Background: an optimization exercise with open tools, aiming at small area. Do not read the settings as production practice.
Function was checked by simulation only, so behaviour that the tests miss may differ from the original.
Power figures rest on the tool's default switching activity, not on a simulated workload.

==> zinc <==
==> flow/design.v <==
module sfft_nsadd (
    input  wire       iClk,
    input  wire       iRstN,
    input  wire       iWinClr,   
    input  wire       iEven,     
    input  wire       iAp,       
    input  wire       iBp,       
    output wire       oC
);
    reg       c;        
    reg [5:0] u_low;
    reg       l;
    wire [6:0] u = {~c, u_low};
    wire [2:0] s = {2'd0, l} + {2'd0, iAp} + {2'd0, iBp} + {2'd0, ~c} + {2'd0, ~iEven};
    wire up = s[2];               
    wire dn = ~s[2] & ~s[1];      
    wire [6:0] uc, dc;
    assign uc[0] = up;
    assign dc[0] = dn;
    genvar i;
    generate
        for (i = 1; i < 7; i = i + 1) begin : g_chain
            assign uc[i] = uc[i-1] & u[i-1];
            assign dc[i] = dc[i-1] & ~u[i-1];
        end
    endgenerate
    wire [6:0] un = u ^ (uc | dc);
    always @(posedge iClk or negedge iRstN) begin
        if (~iRstN)
            c <= 1'b0;
        else
            c <= ~iWinClr & ~un[6];
    end
    always @(posedge iClk) begin
        u_low <= iWinClr ? 6'h3F : un[5:0];
        l     <= iWinClr | s[0];
    end
    assign oC = c;
endmodule
module sfft_butterfly (
    input  wire       iClk, iRstN,
    input  wire       iWinClr, iEven,
    input  wire       iLoaded, iClr,
    input  wire [8:0] iT,           
    input  wire [8:0] iT170,        
    input  wire [8:0] iT341,        
    input  wire       iReal0, iImg0, iReal1, iImg1,
    input  wire [7:0] iwReal, iwImg,
    output wire       oReal0, oImg0, oReal1, oImg1
);
    function automatic [7:0] sob;
        input [8:0] n;
        integer q;
        reg [7:0] g;
        begin
            g = n[7:0] ^ n[8:1];
            for (q = 0; q < 8; q = q + 1) sob[q] = g[7 - q];
        end
    endfunction
    function automatic gt_top;
        input [7:0] w;
        input [8:0] n;
        begin
            gt_top = w > sob(n);
        end
    endfunction
    function automatic gt_bot;
        input [7:0] w;
        input [8:0] nt;
        input [8:0] t;
        input [8:0] t170;
        input [8:0] t341;
        reg [8:0] nb;
        begin
            nb = t - nt;
            if (w == 8'hFF)        
                gt_bot = ~((nt == t170) | (nt == t341));
            else if (w == 8'h80)   
                gt_bot = ~(nb[0] ^ nb[1]);
            else if (w == 8'h00)
                gt_bot = 1'b0;
            else
                gt_bot = w > sob(nb);
        end
    endfunction
    reg [8:0] ntR, ntI;
    always @(posedge iClk or negedge iRstN) begin
        if (~iRstN) begin
            ntR <= 9'd0;
            ntI <= 9'd0;
        end else if (iClr) begin
            ntR <= 9'd0;
            ntI <= 9'd0;
        end else begin
            ntR <= ntR + {8'd0, ~iReal1};
            ntI <= ntI + {8'd0, ~iImg1};
        end
    end
    wire [7:0] wR = iLoaded ? iwReal : 8'd0;
    wire [7:0] wI = iLoaded ? iwImg  : 8'd0;
    wire eqRR = iReal1 ? gt_bot(wR, ntR, iT, iT170, iT341) : ~gt_top(wR, ntR);
    wire eqRI = iReal1 ? gt_bot(wI, ntR, iT, iT170, iT341) : ~gt_top(wI, ntR);
    wire eqIR = iImg1  ? gt_bot(wR, ntI, iT, iT170, iT341) : ~gt_top(wR, ntI);
    wire eqII = iImg1  ? gt_bot(wI, ntI, iT, iT170, iT341) : ~gt_top(wI, ntI);
    wire real_eq, img_eq;
    reg pRR, pRI, pIR, pII, pR0, pI0, pReq, pIeq;
    always @(posedge iClk) begin
        pRR <= eqRR;  pRI <= eqRI;  pIR <= eqIR;  pII <= eqII;
        pR0 <= iReal0; pI0 <= iImg0; pReq <= real_eq; pIeq <= img_eq;
    end
    sfft_nsadd u_realeq (.iClk(iClk), .iRstN(iRstN), .iWinClr(iWinClr), .iEven(iEven), .iAp(pRR), .iBp(~pII), .oC(real_eq));
    sfft_nsadd u_imgeq  (.iClk(iClk), .iRstN(iRstN), .iWinClr(iWinClr), .iEven(iEven), .iAp(pRI), .iBp(pIR),  .oC(img_eq));
    sfft_nsadd u_oReal0 (.iClk(iClk), .iRstN(iRstN), .iWinClr(iWinClr), .iEven(iEven), .iAp(pR0), .iBp(pReq), .oC(oReal0));
    sfft_nsadd u_oImg0  (.iClk(iClk), .iRstN(iRstN), .iWinClr(iWinClr), .iEven(iEven), .iAp(pI0), .iBp(pIeq), .oC(oImg0));
    sfft_nsadd u_oReal1 (.iClk(iClk), .iRstN(iRstN), .iWinClr(iWinClr), .iEven(iEven), .iAp(pR0), .iBp(~pReq), .oC(oReal1));
    sfft_nsadd u_oImg1  (.iClk(iClk), .iRstN(iRstN), .iWinClr(iWinClr), .iEven(iEven), .iAp(pI0), .iBp(~pIeq), .oC(oImg1));
endmodule
module scaler_SFFT #(
    parameter BITWIDTH = 8,
    parameter BINPUT = 2,
    parameter NUMINPUTS = 8,
    parameter LOG2N = $clog2(NUMINPUTS)
) (
    input wire iClk, iRstN, iEn, loadW, iClr,
    input wire [NUMINPUTS-1:0] iReal, iImg,
    output wire [NUMINPUTS*LOG2N-1:0] oB,  
    output wire [NUMINPUTS-1:0] oReal, oImg
);
    reg [BITWIDTH-1:0] twiddle_mem [0:(NUMINPUTS*LOG2N)-1];
    initial begin
        $readmemb("twiddle_factors.mem", twiddle_mem);
    end
    reg [7:0] win;
    always @(posedge iClk or negedge iRstN) begin
        if (~iRstN) win <= 8'd0;
        else        win <= win + 8'd1;
    end
    wire winClr = (win == 8'hFF) | (win == 8'h00);
    wire even = ~win[0];
    reg loaded;
    always @(posedge iClk or negedge iRstN) begin
        if (~iRstN)              loaded <= 1'b0;
        else if (iEn & loadW)    loaded <= 1'b1;
    end
    reg [8:0] T, nB;
    always @(posedge iClk or negedge iRstN) begin
        if (~iRstN) begin
            T  <= 9'd0;
            nB <= 9'd0;
        end else if (iClr) begin
            T  <= 9'd0;
            nB <= 9'd0;
        end else begin
            T  <= T + 9'd1;
            nB <= nB + {8'd0, iEn};
        end
    end
    wire [8:0] T170 = T - 9'd170;
    wire [8:0] T341 = T - 9'd341;
    wire [7:0] gB = nB[7:0] ^ nB[8:1];
    wire [7:0] xB = {gB[0], gB[1], gB[2], gB[3], gB[4], gB[5], gB[6], gB[7]};
    genvar k;
    generate
        for (k = 0; k < NUMINPUTS*LOG2N; k = k + 1) begin : g_oB
            assign oB[k] = loaded & (twiddle_mem[k] > xB);
        end
    endgenerate
    wire [(NUMINPUTS*LOG2N)-1:0] midReal, midImg;
    genvar b, i, j, stage;
    generate
        for (stage = 0; stage < LOG2N; stage = stage + 1) begin : g_stages
            for (b = 2**(stage+1); b != -1; b = -1) begin : g_groupinputs
                for (i = 0; i < NUMINPUTS; i = i + b) begin : g_totalinputs
                    for (j = 0; j < (b/2); j = j + 1) begin : g_step
                        wire r0, i0, r1, i1;
                        if (stage == 0) begin : g_in
                            assign r0 = iReal[i+j];
                            assign i0 = iImg[i+j];
                            assign r1 = iReal[i+j+b/2];
                            assign i1 = iImg[i+j+b/2];
                        end else begin : g_in
                            assign r0 = midReal[(stage-1)*NUMINPUTS+i+j];
                            assign i0 = midImg[(stage-1)*NUMINPUTS+i+j];
                            assign r1 = midReal[(stage-1)*NUMINPUTS+i+j+b/2];
                            assign i1 = midImg[(stage-1)*NUMINPUTS+i+j+b/2];
                        end
                        sfft_butterfly u_bf (
                            .iClk(iClk), .iRstN(iRstN),
                            .iWinClr(winClr), .iEven(even),
                            .iLoaded(loaded), .iClr(iClr),
                            .iT(T), .iT170(T170), .iT341(T341),
                            .iReal0(r0), .iImg0(i0), .iReal1(r1), .iImg1(i1),
                            .iwReal(twiddle_mem[stage*NUMINPUTS+i+j]),
                            .iwImg(twiddle_mem[stage*NUMINPUTS+i+j+b/2]),
                            .oReal0(midReal[stage*NUMINPUTS+i+j]),
                            .oImg0(midImg[stage*NUMINPUTS+i+j]),
                            .oReal1(midReal[stage*NUMINPUTS+i+j+b/2]),
                            .oImg1(midImg[stage*NUMINPUTS+i+j+b/2])
                        );
                    end
                end
            end
        end
    endgenerate
    assign oReal = midReal[(NUMINPUTS*LOG2N)-1:(NUMINPUTS*LOG2N)-NUMINPUTS];
    assign oImg  = midImg[(NUMINPUTS*LOG2N)-1:(NUMINPUTS*LOG2N)-NUMINPUTS];
endmodule
==> flow/twiddle_factors.mem <==
11111111 10000000
11111111 10000000
11111111 10000000
11111111 10000000
11111111 10000000
10000000 00000000
11111111 10000000
10000000 00000000
11111111 11011010
10000000 00100101
10000000 00100101
00000000 00100101
==> flow/run.sh <==
#!/bin/bash
# synth_recipe.tcl (not shown) runs the flow's synth.tcl, then flattens the netlist and writes it again
# the make line also repeats each setting of config.mk as NAME=value (left out here)
make -C /OpenROAD-flow-scripts/flow DESIGN_CONFIG=/design/flow/config.mk WORK_HOME=/design/flow/orfs CLKGATE_MAP_FILE= SYNTH_SCRIPT=/design/flow/synth_recipe.tcl finish
==> flow/config.mk <==
export PLATFORM = sky130hd
export DESIGN_NAME = scaler_SFFT
export DESIGN_NICKNAME = scaler_SFFT
export VERILOG_FILES = /design/flow/design.v
export SDC_FILE = /design/flow/constraint.sdc
export NUM_CORES = 4
export LEC_CHECK = 0
export CAP_MARGIN = 20
export CORE_MARGIN = 2
export CORE_UTILIZATION = 35
export SLEW_MARGIN = 20
==> flow/constraint.sdc <==
create_clock -name core_clock -period 7.0 [get_ports {iClk}]
set_input_delay 1.4000 -clock core_clock [delete_from_list [all_inputs] [get_ports {iClk}]]
set_output_delay 1.4000 -clock core_clock [all_outputs]
set_load 0.01 [all_outputs]
==> violet (differences from zinc) <==
--- a/flow/design.v
+++ b/flow/design.v
@@ -41,5 +41,6 @@
     input  wire       iClk, iRstN,
     input  wire       iWinClr, iEven,
-    input  wire       iLoaded, iClr,
+    input  wire       iLoadedP,     
+    input  wire       iClrP,        
     input  wire [8:0] iT,           
     input  wire [8:0] iT170,        
@@ -84,29 +85,27 @@
         end
     endfunction
+    reg pA_R, pA_I;      
+    reg pR0, pI0;        
+    reg pReq, pIeq;      
+    wire real_eq, img_eq;
+    always @(posedge iClk) begin
+        pA_R <= iReal1;  pA_I <= iImg1;
+        pR0  <= iReal0;  pI0  <= iImg0;
+        pReq <= real_eq; pIeq <= img_eq;
+    end
     reg [8:0] ntR, ntI;
-    always @(posedge iClk or negedge iRstN) begin
-        if (~iRstN) begin
-            ntR <= 9'd0;
-            ntI <= 9'd0;
-        end else if (iClr) begin
+    always @(posedge iClk) begin
+        if (iClrP) begin
             ntR <= 9'd0;
             ntI <= 9'd0;
         end else begin
-            ntR <= ntR + {8'd0, ~iReal1};
-            ntI <= ntI + {8'd0, ~iImg1};
-        end
-    end
-    wire [7:0] wR = iLoaded ? iwReal : 8'd0;
-    wire [7:0] wI = iLoaded ? iwImg  : 8'd0;
-    wire eqRR = iReal1 ? gt_bot(wR, ntR, iT, iT170, iT341) : ~gt_top(wR, ntR);
-    wire eqRI = iReal1 ? gt_bot(wI, ntR, iT, iT170, iT341) : ~gt_top(wI, ntR);
-    wire eqIR = iImg1  ? gt_bot(wR, ntI, iT, iT170, iT341) : ~gt_top(wR, ntI);
-    wire eqII = iImg1  ? gt_bot(wI, ntI, iT, iT170, iT341) : ~gt_top(wI, ntI);
-    wire real_eq, img_eq;
-    reg pRR, pRI, pIR, pII, pR0, pI0, pReq, pIeq;
-    always @(posedge iClk) begin
-        pRR <= eqRR;  pRI <= eqRI;  pIR <= eqIR;  pII <= eqII;
-        pR0 <= iReal0; pI0 <= iImg0; pReq <= real_eq; pIeq <= img_eq;
-    end
+            ntR <= ntR + {8'd0, ~pA_R};
+            ntI <= ntI + {8'd0, ~pA_I};
+        end
+    end
+    wire pRR = pA_R ? (iLoadedP & gt_bot(iwReal, ntR, iT, iT170, iT341)) : ~(iLoadedP & gt_top(iwReal, ntR));
+    wire pRI = pA_R ? (iLoadedP & gt_bot(iwImg,  ntR, iT, iT170, iT341)) : ~(iLoadedP & gt_top(iwImg,  ntR));
+    wire pIR = pA_I ? (iLoadedP & gt_bot(iwReal, ntI, iT, iT170, iT341)) : ~(iLoadedP & gt_top(iwReal, ntI));
+    wire pII = pA_I ? (iLoadedP & gt_bot(iwImg,  ntI, iT, iT170, iT341)) : ~(iLoadedP & gt_top(iwImg,  ntI));
     sfft_nsadd u_realeq (.iClk(iClk), .iRstN(iRstN), .iWinClr(iWinClr), .iEven(iEven), .iAp(pRR), .iBp(~pII), .oC(real_eq));
     sfft_nsadd u_imgeq  (.iClk(iClk), .iRstN(iRstN), .iWinClr(iWinClr), .iEven(iEven), .iAp(pRI), .iBp(pIR),  .oC(img_eq));
@@ -143,16 +142,26 @@
         else if (iEn & loadW)    loaded <= 1'b1;
     end
-    reg [8:0] T, nB;
-    always @(posedge iClk or negedge iRstN) begin
-        if (~iRstN) begin
-            T  <= 9'd0;
+    reg clrP, loadedP;
+    always @(posedge iClk or negedge iRstN) begin
+        if (~iRstN)
+            clrP <= 1'b1;
+        else
+            clrP <= iClr;
+    end
+    always @(posedge iClk) begin
+        loadedP <= loaded;
+    end
+    reg [8:0] T;
+    always @(posedge iClk) begin
+        T <= clrP ? 9'd0 : T + 9'd1;
+    end
+    reg [8:0] nB;
+    always @(posedge iClk) begin
+        if (iClr)
             nB <= 9'd0;
-        end else if (iClr) begin
-            T  <= 9'd0;
-            nB <= 9'd0;
-        end else begin
-            T  <= T + 9'd1;
+        else if (clrP)
+            nB <= {8'd0, iEn};
+        else
             nB <= nB + {8'd0, iEn};
-        end
     end
     wire [8:0] T170 = T - 9'd170;
@@ -188,5 +197,5 @@
                             .iClk(iClk), .iRstN(iRstN),
                             .iWinClr(winClr), .iEven(even),
-                            .iLoaded(loaded), .iClr(iClr),
+                            .iLoadedP(loadedP), .iClrP(clrP),
                             .iT(T), .iT170(T170), .iT341(T341),
                             .iReal0(r0), .iImg0(i0), .iReal1(r1), .iImg1(i1),
==> flow/flow/run.sh (new file) <==
#!/bin/bash
# Standard ORFS synthesis, then an area-oriented re-mapping of the
# combinational logic (flip-flops untouched), then the standard layout
# with a leaner clock tree (settings in flow/extra.mk).
set -euo pipefail
WORK=$(pwd)
FLOWDIR=$WORK/flow
RES=$WORK/orfs/results/${FLOW_PLATFORM}/scaler_SFFT/base

cat $FLOWDIR/extra.mk >> $WORK/config.mk

bash standard.sh synth > $WORK/std_synth.log 2>&1

cp $RES/1_2_yosys.v $WORK/1_2_yosys.std.v
DU=""
for c in $(sed -n '/DONT_USE_CELLS/,/^#/p' $FLOW_HOME/platforms/${FLOW_PLATFORM}/config.mk | grep -o 'sky130_fd_sc_hd__[a-z0-9_]*'); do
  DU="$DU -dont_use $c"
done
export REMAP_LIB=$FLOW_HOME/platforms/${FLOW_PLATFORM}/lib/sky130_fd_sc_hd__tt_025C_1v80.lib
export REMAP_IN=$WORK/1_2_yosys.std.v
export REMAP_OUT=$WORK/1_2_yosys.remap.v
export REMAP_SCRIPT=$FLOWDIR/area.abc
export REMAP_DONT_USE="$DU"
yosys -c $FLOWDIR/remap.tcl > $WORK/remap.log 2>&1
cp $REMAP_OUT $RES/1_2_yosys.v
touch $RES/1_2_yosys.v

bash standard.sh > $WORK/layout.log 2>&1
==> flow/flow/area.abc (new file) <==
&get -n
&deepsyn -T 200
&put
ifraig
dch -f
amap
topo
strash
&get -n
&deepsyn -T 200
&put
ifraig
dch -f
amap
topo
==> flow/flow/extra.mk (new file) <==
export CTS_ARGS = -sink_clustering_enable -repair_clock_nets -dont_use_dummy_load -buf_list {sky130_fd_sc_hd__clkbuf_8} -sink_clustering_size 12 -sink_clustering_max_diameter 100
export BUFFER_PORTS_ARGS = -buffer_cell sky130_fd_sc_hd__buf_1
==> flow/flow/remap.tcl (new file) <==
# Re-map the combinational logic of the standard synthesis for area.
# The flip-flop cells are kept as they are (same instances, names and types).
yosys read_liberty -ignore_miss_func $::env(REMAP_LIB)
yosys blackbox sky130_fd_sc_hd__df*
yosys read_verilog $::env(REMAP_IN)
yosys hierarchy -top $::env(FLOW_TOP)
yosys flatten
yosys opt_clean
yosys stat
yosys abc -script $::env(REMAP_SCRIPT) -liberty $::env(REMAP_LIB) {*}$::env(REMAP_DONT_USE)
yosys opt_clean -purge
yosys hilomap -singleton -hicell sky130_fd_sc_hd__conb_1 HI -locell sky130_fd_sc_hd__conb_1 LO
yosys insbuf -buf sky130_fd_sc_hd__buf_4 A X
yosys opt_clean -purge
yosys stat -liberty $::env(REMAP_LIB)
yosys write_verilog -noattr -noexpr -nohex -nodec -selected $::env(REMAP_OUT)
==> flow/standard.sh (new file) <==
#!/bin/bash
# synth_recipe.tcl (not shown) runs the flow's synth.tcl, then flattens the netlist and writes it again
# the make line also repeats each setting of config.mk as NAME=value (left out here)
make -C /OpenROAD-flow-scripts/flow DESIGN_CONFIG=/design/flow/config.mk WORK_HOME=/design/flow/orfs CLKGATE_MAP_FILE= SYNTH_SCRIPT=/design/flow/synth_recipe.tcl "${@:-finish}"
- BUFFER_PORTS_ARGS: default -> -buffer_cell sky130_fd_sc_hd__buf_1
- CORE_UTILIZATION: 35 -> 60
- CTS_ARGS: default -> -sink_clustering_enable -repair_clock_nets -dont_use_dummy_load -buf_list {sky130_fd_sc_hd__clkbuf_8} -sink_clustering_size 12 -sink_clustering_max_diameter 100
removed: flow/run.sh
==> garnet (differences from zinc) <==
--- a/flow/design.v
+++ b/flow/design.v
@@ -41,5 +41,6 @@
     input  wire       iClk, iRstN,
     input  wire       iWinClr, iEven,
-    input  wire       iLoaded, iClr,
+    input  wire       iLoadedP,     
+    input  wire       iClrP,        
     input  wire [8:0] iT,           
     input  wire [8:0] iT170,        
@@ -84,4 +85,13 @@
         end
     endfunction
+    reg pA_R, pA_I;      
+    reg pR0, pI0;        
+    reg pReq, pIeq;      
+    wire real_eq, img_eq;
+    always @(posedge iClk) begin
+        pA_R <= iReal1;  pA_I <= iImg1;
+        pR0  <= iReal0;  pI0  <= iImg0;
+        pReq <= real_eq; pIeq <= img_eq;
+    end
     reg [8:0] ntR, ntI;
     always @(posedge iClk or negedge iRstN) begin
@@ -89,24 +99,16 @@
             ntR <= 9'd0;
             ntI <= 9'd0;
-        end else if (iClr) begin
+        end else if (iClrP) begin
             ntR <= 9'd0;
             ntI <= 9'd0;
         end else begin
-            ntR <= ntR + {8'd0, ~iReal1};
-            ntI <= ntI + {8'd0, ~iImg1};
-        end
-    end
-    wire [7:0] wR = iLoaded ? iwReal : 8'd0;
-    wire [7:0] wI = iLoaded ? iwImg  : 8'd0;
-    wire eqRR = iReal1 ? gt_bot(wR, ntR, iT, iT170, iT341) : ~gt_top(wR, ntR);
-    wire eqRI = iReal1 ? gt_bot(wI, ntR, iT, iT170, iT341) : ~gt_top(wI, ntR);
-    wire eqIR = iImg1  ? gt_bot(wR, ntI, iT, iT170, iT341) : ~gt_top(wR, ntI);
-    wire eqII = iImg1  ? gt_bot(wI, ntI, iT, iT170, iT341) : ~gt_top(wI, ntI);
-    wire real_eq, img_eq;
-    reg pRR, pRI, pIR, pII, pR0, pI0, pReq, pIeq;
-    always @(posedge iClk) begin
-        pRR <= eqRR;  pRI <= eqRI;  pIR <= eqIR;  pII <= eqII;
-        pR0 <= iReal0; pI0 <= iImg0; pReq <= real_eq; pIeq <= img_eq;
-    end
+            ntR <= ntR + {8'd0, ~pA_R};
+            ntI <= ntI + {8'd0, ~pA_I};
+        end
+    end
+    wire pRR = pA_R ? (iLoadedP & gt_bot(iwReal, ntR, iT, iT170, iT341)) : ~(iLoadedP & gt_top(iwReal, ntR));
+    wire pRI = pA_R ? (iLoadedP & gt_bot(iwImg,  ntR, iT, iT170, iT341)) : ~(iLoadedP & gt_top(iwImg,  ntR));
+    wire pIR = pA_I ? (iLoadedP & gt_bot(iwReal, ntI, iT, iT170, iT341)) : ~(iLoadedP & gt_top(iwReal, ntI));
+    wire pII = pA_I ? (iLoadedP & gt_bot(iwImg,  ntI, iT, iT170, iT341)) : ~(iLoadedP & gt_top(iwImg,  ntI));
     sfft_nsadd u_realeq (.iClk(iClk), .iRstN(iRstN), .iWinClr(iWinClr), .iEven(iEven), .iAp(pRR), .iBp(~pII), .oC(real_eq));
     sfft_nsadd u_imgeq  (.iClk(iClk), .iRstN(iRstN), .iWinClr(iWinClr), .iEven(iEven), .iAp(pRI), .iBp(pIR),  .oC(img_eq));
@@ -143,4 +145,14 @@
         else if (iEn & loadW)    loaded <= 1'b1;
     end
+    reg clrP, loadedP;
+    always @(posedge iClk or negedge iRstN) begin
+        if (~iRstN) begin
+            clrP    <= 1'b1;
+            loadedP <= 1'b0;
+        end else begin
+            clrP    <= iClr;
+            loadedP <= loaded;
+        end
+    end
     reg [8:0] T, nB;
     always @(posedge iClk or negedge iRstN) begin
@@ -148,10 +160,7 @@
             T  <= 9'd0;
             nB <= 9'd0;
-        end else if (iClr) begin
-            T  <= 9'd0;
-            nB <= 9'd0;
         end else begin
-            T  <= T + 9'd1;
-            nB <= nB + {8'd0, iEn};
+            T  <= clrP ? 9'd0 : T + 9'd1;
+            nB <= iClr ? 9'd0 : nB + {8'd0, iEn};
         end
     end
@@ -188,5 +197,5 @@
                             .iClk(iClk), .iRstN(iRstN),
                             .iWinClr(winClr), .iEven(even),
-                            .iLoaded(loaded), .iClr(iClr),
+                            .iLoadedP(loadedP), .iClrP(clrP),
                             .iT(T), .iT170(T170), .iT341(T341),
                             .iReal0(r0), .iImg0(i0), .iReal1(r1), .iImg1(i1),
==> flow/flow/run.sh (new file) <==
#!/bin/bash
# Standard ORFS synthesis, then an area-oriented re-mapping of the
# combinational logic (flip-flops untouched), then the standard layout.
set -euo pipefail
WORK=$(pwd)
FLOWDIR=$WORK/flow
RES=$WORK/orfs/results/${FLOW_PLATFORM}/scaler_SFFT/base

bash standard.sh synth > $WORK/std_synth.log 2>&1

cp $RES/1_2_yosys.v $WORK/1_2_yosys.std.v
DU=""
for c in $(sed -n '/DONT_USE_CELLS/,/^#/p' $FLOW_HOME/platforms/${FLOW_PLATFORM}/config.mk | grep -o 'sky130_fd_sc_hd__[a-z0-9_]*'); do
  DU="$DU -dont_use $c"
done
export REMAP_LIB=$FLOW_HOME/platforms/${FLOW_PLATFORM}/lib/sky130_fd_sc_hd__tt_025C_1v80.lib
export REMAP_IN=$WORK/1_2_yosys.std.v
export REMAP_OUT=$WORK/1_2_yosys.remap.v
export REMAP_SCRIPT=$FLOWDIR/area.abc
export REMAP_DONT_USE="$DU"
yosys -c $FLOWDIR/remap.tcl > $WORK/remap.log 2>&1
cp $REMAP_OUT $RES/1_2_yosys.v
touch $RES/1_2_yosys.v

bash standard.sh > $WORK/layout.log 2>&1
==> flow/flow/area.abc (new file) <==
&get -n
&st
&dch -f
&nf -a -R 1000
&put
topo
==> flow/flow/remap.tcl (new file) <==
# Re-map the combinational logic of the standard synthesis for area.
# The flip-flop cells are kept as they are (same instances, names and types).
yosys read_liberty -ignore_miss_func $::env(REMAP_LIB)
yosys blackbox sky130_fd_sc_hd__df*
yosys read_verilog $::env(REMAP_IN)
yosys hierarchy -top $::env(FLOW_TOP)
yosys flatten
yosys opt_clean
yosys stat
yosys abc -script $::env(REMAP_SCRIPT) -liberty $::env(REMAP_LIB) {*}$::env(REMAP_DONT_USE)
yosys opt_clean -purge
yosys hilomap -singleton -hicell sky130_fd_sc_hd__conb_1 HI -locell sky130_fd_sc_hd__conb_1 LO
yosys insbuf -buf sky130_fd_sc_hd__buf_4 A X
yosys opt_clean -purge
yosys stat -liberty $::env(REMAP_LIB)
yosys write_verilog -noattr -noexpr -nohex -nodec -selected $::env(REMAP_OUT)
==> flow/standard.sh (new file) <==
#!/bin/bash
# synth_recipe.tcl (not shown) runs the flow's synth.tcl, then flattens the netlist and writes it again
# the make line also repeats each setting of config.mk as NAME=value (left out here)
make -C /OpenROAD-flow-scripts/flow DESIGN_CONFIG=/design/flow/config.mk WORK_HOME=/design/flow/orfs CLKGATE_MAP_FILE= SYNTH_SCRIPT=/design/flow/synth_recipe.tcl "${@:-finish}"
removed: flow/run.sh
==> comparison table <==
| metric | violet | garnet | zinc |
|---|---|---|---|
| Status | complete, no violations | complete, no violations | complete, no violations |
| Number of vias in the routed layout | 40036 | 37448 | 39194 |
| Relative slew slack | 36.4% | 25.4% | 32.7% |
| Vias in the first global route | 35798 | 33803 | 39019 |
| Filler cell count | 6284 | 12635 | 15858 |
| Number of placement rows | 97 | 131 | 147 |
| Pwr Density | 430 nW/um^2 | 458 nW/um^2 | 415 nW/um^2 |
| Count of routing violations after the opening detailed-route iteration | 2492 | 2315 | 1765 |
| Die X | 270 um | 362 um | 406 um |
| Routability congestion estimate | 0.898 | 0.846 | 0.829 |
| Required time worst endpoint | 7.56 ns | 7.61 ns | 5.60 ns |
| Synthesis-to-finish area growth | 6.09% | 13.6% | 11.3% |
| Worst path slowest cell | sky130_fd_sc_hd__clkinv_1 | sky130_fd_sc_hd__o21ai_0 | sky130_fd_sc_hd__a2111oi_0 |
| Tightest hold margin | 0.384 ns | 0.375 ns | 0.373 ns |
| Clk network pwr share | 13.4% | 22.3% | 22.0% |
| Non-clock inverter count | 630 | 149 | 521 |
| Clock sinks | 851 | 851 | 913 |
| Average via count per standard cell | 5.89 | 5.20 | 4.75 |
| Maximum fanout count along the critical path | 11 | 29 | 45 |
| Pin count of the biggest net entering global routing | 196 | 173 | 131 |
| Power after layout | 19.4 mW | 23.3 mW | 26.1 mW |

-- what the ideal ports hide --
Ports are ideal in the flow. The routed layouts listed here were re-timed in OpenROAD. Step 1: set_driving_cell puts a clkbuf_16 on iClk and a buf_2 on each other input, an assumption about the parent block. Step 2 also shifts input and output timing later by t, the mid clock arrival at the registers, as if the neighbouring blocks saw the same clock. a / b / c = ideal ports / drivers / drivers and shift; a / b = the first two.
run | shift t [ns] | setup WS [ns] | worst hold slack (ns) | worst setup path after step 2 | clock arrival spread, ns
zinc | 0.778 | 1.751 / 1.678 / 2.455 | 0.373 / 0.373 / 0.373 | register to output | 0.045 / 0.045
violet | 0.732 | 1.391 / 1.391 / 1.391 | 0.384 / 0.384 / 0.384 | register to register | 0.080 / 0.080
garnet | 0.746 | 1.200 / 1.200 / 1.200 | 0.375 / 0.375 / 0.375 | register to register | 0.037 / 0.038
After both steps every run listed still meets setup and hold.
